From an optimization exercise on the open Yosys and OpenROAD flow, aimed at small area; shortcuts taken in it are not production practice. The RTL was checked by simulation tests, not by an equivalence proof against the original design. The clock port is modelled as an ideal driver; clocking choices that lean on that would not hold on a real chip. Power and IR drop assume default switching activity.

## main
// obi_spi
module obi_spi #(
  parameter int unsigned ADDR_WIDTH = 32,
  parameter int unsigned DATA_WIDTH = 32,
  parameter int unsigned NUM_SLAVES = 4
) (
  input logic clk_i,
  input logic rstn_i,
  input   logic                     obi_areq_i,
  output  logic                     obi_agnt_o,
  input   logic [ADDR_WIDTH-1:0]    obi_aaddr_i,
  input   logic [DATA_WIDTH-1:0]    obi_awdata_i,
  input   logic                     obi_awe_i,
  input   logic [DATA_WIDTH/8-1:0]  obi_abe_i,
  output  logic                     obi_rvalid_o,
  input   logic                     obi_rready_i,
  output  logic [DATA_WIDTH-1:0]    obi_rdata_o,
  output  logic                     obi_rerr_o,
  output  logic [NUM_SLAVES-1 : 0]  spi_ss_o,
  output  logic                     spi_sclk_o,
  output  logic                     spi_mosi_o,
  input   logic                     spi_miso_i,
  output  logic                     complete_o
);
  logic [7:0]  tx_q, rx_q;
  logic [15:0] div_q;
  logic [3:0]  ss_q;
  logic        complete_q;
  logic        w_q, r_q, done_q;
  logic [2:0]  idx_q;         
  logic        idx8_q;        
  logic [15:0] cnt_q;         
  logic        sclk_q, sclk_prev_q;
  logic        rvalid_q;
  logic [7:0]  rdata_lo_q;
  logic        rdata_div_q;
  logic addr_ok, a_tx, a_rx, a_div, a_ss, a_ctrl;
  assign addr_ok = ~|obi_aaddr_i[31:5] & ~|obi_aaddr_i[1:0];
  assign a_tx   = addr_ok & (obi_aaddr_i[4:2] == 3'd0);
  assign a_rx   = addr_ok & (obi_aaddr_i[4:2] == 3'd1);
  assign a_div  = addr_ok & (obi_aaddr_i[4:2] == 3'd2);
  assign a_ss   = addr_ok & (obi_aaddr_i[4:2] == 3'd3);
  assign a_ctrl = addr_ok & (obi_aaddr_i[4:2] == 3'd4);
  logic spi_idle, busy, wr, wr_idle;
  assign spi_idle = ~w_q & ~r_q;
  assign busy     = (w_q | r_q) & ~done_q;
  assign wr       = obi_areq_i & ~rvalid_q & obi_awe_i & obi_abe_i[0];
  assign wr_idle  = wr & spi_idle;
  assign obi_agnt_o   = ~rvalid_q;
  assign obi_rvalid_o = rvalid_q;
  assign obi_rerr_o   = 1'b0;
  always_ff @(posedge clk_i) begin
    if (~rstn_i) rvalid_q <= 1'b0;
    else rvalid_q <= rvalid_q ? ~obi_rready_i : obi_areq_i;
  end
  logic [15:0] div_d;
  assign div_d = (wr_idle & a_div) ? obi_awdata_i[15:0] : div_q;
  ...
export LEC_CHECK = 0
export CAP_MARGIN = 20
export CORE_MARGIN = 2
export CORE_UTILIZATION = 55
export PLACE_DENSITY = 0.7
export SLEW_MARGIN = 20
create_clock -name core_clock -period 10.0 [get_ports {clk_i}]
standard.sh (not shown) runs the stock make flow with config.mk's settings and CLKGATE_MAP_FILE= SYNTH_SCRIPT=/design/flow/synth_recipe.tcl, a recipe that flattens the netlist after the stock synthesis.
==> flow/flow/run.sh <==
#!/bin/bash
# Standard ORFS layout (the standard.sh), with these changes:
#  - port buffers are buf_1 instead of the default clkdlybuf4s50_1,
#  - one tie cell drives all constant outputs,
#  - after floorplan, the combinational logic is re-mapped for area (OpenROAD restructure),
#  - CTS uses clkbuf_4 only and inserts no dummy loads,
#  - before repair_design, combinational cells go to their smallest drive strength,
#  - after CTS, clock buffers with an output slew over 100 ps become clkbuf_8.
# Each ORFS step's full log stays in orfs/logs/; make's own output goes to standard.log.
set -euo pipefail
export BUFFER_PORTS_ARGS="-buffer_cell sky130_fd_sc_hd__buf_1"
export SKIP_REPAIR_TIE_FANOUT=1
export CTS_ARGS="-sink_clustering_enable -repair_clock_nets -dont_use_dummy_load -buf_list sky130_fd_sc_hd__clkbuf_4"
export POST_FLOORPLAN_TCL="$PWD/flow/restructure.tcl"
export PRE_RESIZE_TCL="$PWD/flow/downsize.tcl"
export POST_CTS_TCL="$PWD/flow/clkbuf_upsize.tcl"
bash standard.sh > standard.log 2>&1
Other scripts of this flow, unchanged in this note and not shown: flow/flow/clkbuf_upsize.tcl, flow/flow/downsize.tcl, flow/flow/restructure.tcl
The final layout from main, which completed every stage, passed the timing, DRC and antenna checks at the end of the flow.
Relative to main, the following input files were edited for the feature branch:
# main
export LEC_CHECK = 0
export CAP_MARGIN = 20
export CORE_MARGIN = 2
export CORE_UTILIZATION = 55
export PLACE_DENSITY = 0.7
export SLEW_MARGIN = 20
create_clock -name core_clock -period 10.0 [get_ports {clk_i}]
# the feature branch
export LEC_CHECK = 0
export CAP_MARGIN = 20
export CORE_MARGIN = 2
export CORE_UTILIZATION = 40
export SLEW_MARGIN = 20
create_clock -name core_clock -period 10.0 [get_ports {clk_i}]
### Flow results
- Compared with main, the feature branch is more frugal on power.
- On worst setup slack, the feature branch tracks main almost exactly.
- The feature branch finished end to end and its layout was clean on timing, DRC and antenna.
- Comparing main against the feature branch, there is no change at all in number of cells on the worst reg-to-reg path.
- The feature branch ended with more per-cell routed wire length than main.

---

obi_spi, a different RTL version from the one above (not shown whole).
For scale: roughly 72 flip-flops, ~120 I/O pins.
==> flow/design.v (excerpt) <==
module obi_spi #(
  parameter int unsigned ADDR_WIDTH = 32,
  parameter int unsigned DATA_WIDTH = 32,
  parameter int unsigned NUM_SLAVES = 4
) (
  input logic clk_i,
  input logic rstn_i,
  input   logic                     obi_areq_i,
  output  logic                     obi_agnt_o,
  input   logic [ADDR_WIDTH-1:0]    obi_aaddr_i,
  input   logic [DATA_WIDTH-1:0]    obi_awdata_i,
  input   logic                     obi_awe_i,
  input   logic [DATA_WIDTH/8-1:0]  obi_abe_i,
  output  logic                     obi_rvalid_o,
  input   logic                     obi_rready_i,
  output  logic [DATA_WIDTH-1:0]    obi_rdata_o,
  output  logic                     obi_rerr_o,
  output  logic [NUM_SLAVES-1 : 0]  spi_ss_o,
  output  logic                     spi_sclk_o,
  output  logic                     spi_mosi_o,
  input   logic                     spi_miso_i,
  output  logic                     complete_o
);
  logic [7:0]  tx_q, rx_q;
  logic [15:0] div_q;
  logic [3:0]  ss_q;
  logic        complete_q;
  logic        w_q, r_q, done_q;
  logic [2:0]  idx_q;         
  logic        idx8_q;        
  logic [15:0] cnt_q;         
  logic        sclk_q, sclk_prev_q;
  logic        rvalid_q;
  logic [7:0]  rdata_lo_q;
  logic        rdata_div_q;
  logic addr_ok, a_tx, a_rx, a_div, a_ss, a_ctrl;
  assign addr_ok = ~|obi_aaddr_i[31:5] & ~|obi_aaddr_i[1:0];
  assign a_tx   = addr_ok & (obi_aaddr_i[4:2] == 3'd0);
  assign a_rx   = addr_ok & (obi_aaddr_i[4:2] == 3'd1);
  assign a_div  = addr_ok & (obi_aaddr_i[4:2] == 3'd2);
  assign a_ss   = addr_ok & (obi_aaddr_i[4:2] == 3'd3);
  assign a_ctrl = addr_ok & (obi_aaddr_i[4:2] == 3'd4);
  logic spi_idle, busy, wr, wr_idle;
  assign spi_idle = ~w_q & ~r_q;
  assign busy     = (w_q | r_q) & ~done_q;
  ...
==> flow/config.mk <==
export PLATFORM = sky130hd
export DESIGN_NAME = obi_spi
export DESIGN_NICKNAME = obi_spi
export VERILOG_FILES = /design/flow/design.v
export SDC_FILE = /design/flow/constraint.sdc
export NUM_CORES = 4
export LEC_CHECK = 0
export ABC_AREA = 1
export CAP_MARGIN = 20
export CORE_MARGIN = 2
export CORE_UTILIZATION = 40
export SLEW_MARGIN = 20
==> flow/constraint.sdc <==
create_clock -name core_clock -period 10.0 [get_ports {clk_i}]
set_input_delay 2.0000 -clock core_clock [delete_from_list [all_inputs] [get_ports {clk_i}]]
set_output_delay 2.0000 -clock core_clock [all_outputs]
set_load 0.01 [all_outputs]
==> flow/flow/run.sh <==
#!/bin/bash
# Standard ORFS layout, with single-drive-strength port buffers, no CTS dummy loads and a
# shared tie cell for the constant outputs. Each step's full log stays in orfs/logs/.
set -euo pipefail
export BUFFER_PORTS_ARGS="-buffer_cell sky130_fd_sc_hd__buf_1"
export SKIP_REPAIR_TIE_FANOUT=1
export CTS_ARGS="-sink_clustering_enable -repair_clock_nets -dont_use_dummy_load"
bash standard.sh > standard.log 2>&1
Change:
==> flow/run.sh (new file) <==
#!/bin/bash
# synth_recipe.tcl (not shown) runs the flow's synth.tcl, then flattens the netlist and writes it again
# the make line also repeats each setting of config.mk as NAME=value (left out here)
make -C /OpenROAD-flow-scripts/flow DESIGN_CONFIG=/design/flow/config.mk WORK_HOME=/design/flow/orfs CLKGATE_MAP_FILE= SYNTH_SCRIPT=/design/flow/synth_recipe.tcl finish
Settings changed: ABC_AREA 1 to not set.
removed: flow/flow/run.sh
removed: flow/standard.sh
Sequential power stays flat.
Clock power grows by about 30%.
Worst setup slack loses 1400 ps.
Maximum frequency fell by about 28%.
Count of clock-buffer cells in the layout came out higher by 2.
Change:
==> flow/flow/run.sh (new file) <==
#!/bin/bash
# Standard ORFS layout (the standard.sh), with these changes:
#  - port buffers are buf_1 instead of the default clkdlybuf4s50_1,
#  - one tie cell drives all constant outputs,
#  - CTS uses clkbuf_4 only and inserts no dummy loads,
#  - before repair_design, combinational cells go to their smallest drive strength.
# Each ORFS step's full log stays in orfs/logs/; make's own output goes to standard.log.
set -euo pipefail
export BUFFER_PORTS_ARGS="-buffer_cell sky130_fd_sc_hd__buf_1"
export SKIP_REPAIR_TIE_FANOUT=1
export CTS_ARGS="-sink_clustering_enable -repair_clock_nets -dont_use_dummy_load -buf_list sky130_fd_sc_hd__clkbuf_4"
export PRE_RESIZE_TCL="$PWD/flow/downsize.tcl"
bash standard.sh > standard.log 2>&1
==> flow/flow/downsize.tcl (new file) <==
# Before repair_design: put every combinational cell at the smallest drive strength of its
# family (synthesis sizes for a far tighter clock than the design has); repair_design then
# upsizes wherever slew, capacitance or fanout need it.
set db [ord::get_db]
set block [[$db getChip] getBlock]
set smallest [dict create]
foreach lib [$db getLibs] {
  foreach m [$lib getMasters] {
    set n [$m getName]
    if {[regexp {^(sky130_fd_sc_hd__[a-z0-9]+)_([0-9]+)$} $n -> fam drv]} {
      set a [expr {[$m getWidth] * [$m getHeight]}]
      if {![dict exists $smallest $fam] || $a < [lindex [dict get $smallest $fam] 1]} {
        dict set smallest $fam [list $m $a]
      }
    }
  }
}
set n_swapped 0
foreach inst [$block getInsts] {
  set m [$inst getMaster]
  set n [$m getName]
  if {![regexp {^(sky130_fd_sc_hd__[a-z0-9]+)_([0-9]+)$} $n -> fam drv]} { continue }
  if {[regexp {__(df|edf|sdf|dl|clk|conb|tap|fill|decap|diode)} $n]} { continue }
  if {![dict exists $smallest $fam]} { continue }
  set best [lindex [dict get $smallest $fam] 0]
  if {[$best getName] ne $n} {
    $inst swapMaster $best
    incr n_swapped
  }
}
puts "downsize: swapped $n_swapped instances to their family's smallest cell"
==> flow/standard.sh (new file) <==
#!/bin/bash
# synth_recipe.tcl (not shown) runs the flow's synth.tcl, then flattens the netlist and writes it again
# the make line also repeats each setting of config.mk as NAME=value (left out here)
make -C /OpenROAD-flow-scripts/flow DESIGN_CONFIG=/design/flow/config.mk WORK_HOME=/design/flow/orfs CLKGATE_MAP_FILE= SYNTH_SCRIPT=/design/flow/synth_recipe.tcl "${@:-finish}"
Settings changed: CORE_UTILIZATION 40 to 65, PLACE_DENSITY set to 0.85.
removed: flow/run.sh
Count of clock-buffer cells in the layout is lower by 2.
Die area went down by 37%.
Worst hold slack is better by 10 ps.
Core utilization increases by 21 points.
Non-clock buffer count went up by 2.
Fmax rises by 11%.
Design area fell by 17%.
Power came out lower by 21%.
Flip-flop and latch count does not change.
Change:
==> flow/flow/run.sh (replaced) <==
#!/bin/bash
# Standard ORFS layout, with single-drive-strength port buffers, small clock buffers and no CTS
# dummy loads, and a shared tie cell for the constant outputs. Each step's full log stays in
# orfs/logs/; make's own output goes to standard.log.
set -euo pipefail
export BUFFER_PORTS_ARGS="-buffer_cell sky130_fd_sc_hd__buf_1"
export SKIP_REPAIR_TIE_FANOUT=1
export CTS_ARGS="-sink_clustering_enable -repair_clock_nets -dont_use_dummy_load -buf_list sky130_fd_sc_hd__clkbuf_4"
bash standard.sh > standard.log 2>&1
Settings changed: CORE_UTILIZATION 65 to 40, PLACE_DENSITY 0.85 to not set.
removed: flow/flow/downsize.tcl
Flip-flop and latch count is unchanged.
Wire length came out higher by 6.7%.
Global-route usage came out lower by 9.2 points.
Register-to-register slack improves by 100 ps.
Fmax stays flat.
Sequential power is about the same.
Area after synthesis stays the same.
Combinational power came out higher by about 5%.
Worst setup slack degrades by 7.9 ps.
Count of clock-buffer cells in the layout does not change.
Synthesized cell count does not change.

[separate check: timing with driven ports]
The results above use ideal ports. As a check the final layouts listed here were re-extracted and re-timed, cells and wires unchanged. Step 1 assumes that a clkbuf_16 drives the clock port and a buf_2 every other input. Step 2 moves the port delays by t, midway between the first and last clock arrival at a register: inputs arrive t later, outputs are due t later. That takes back most of the time a late clock gives input paths. Slacks: ideal ports / drivers / drivers and shift; pairs: ideal ports / drivers.
run	shift t [ns]	slack for setup (ns)	worst slew at a driven data input, ns
main	0.367	4.228 / 4.231 / 3.863	0.04
the feature branch	0.353	4.227 / 4.231 / 3.879	0.04
the first run of note 2	0.365	6.384 / 6.354 / 6.061	0.04
the second run of note 2	0.377	4.964 / 4.968 / 4.591	0.04
the third run of note 2	0.432	5.472 / 5.475 / 5.043	0.04
the fourth run of note 2	0.414	5.464 / 5.461 / 5.047	0.04
After both steps every run listed still meets setup and hold. The setup slack of the third run of note 2, which loses most, moves by +0.003 ns with the drivers and by -0.429 ns with both steps.
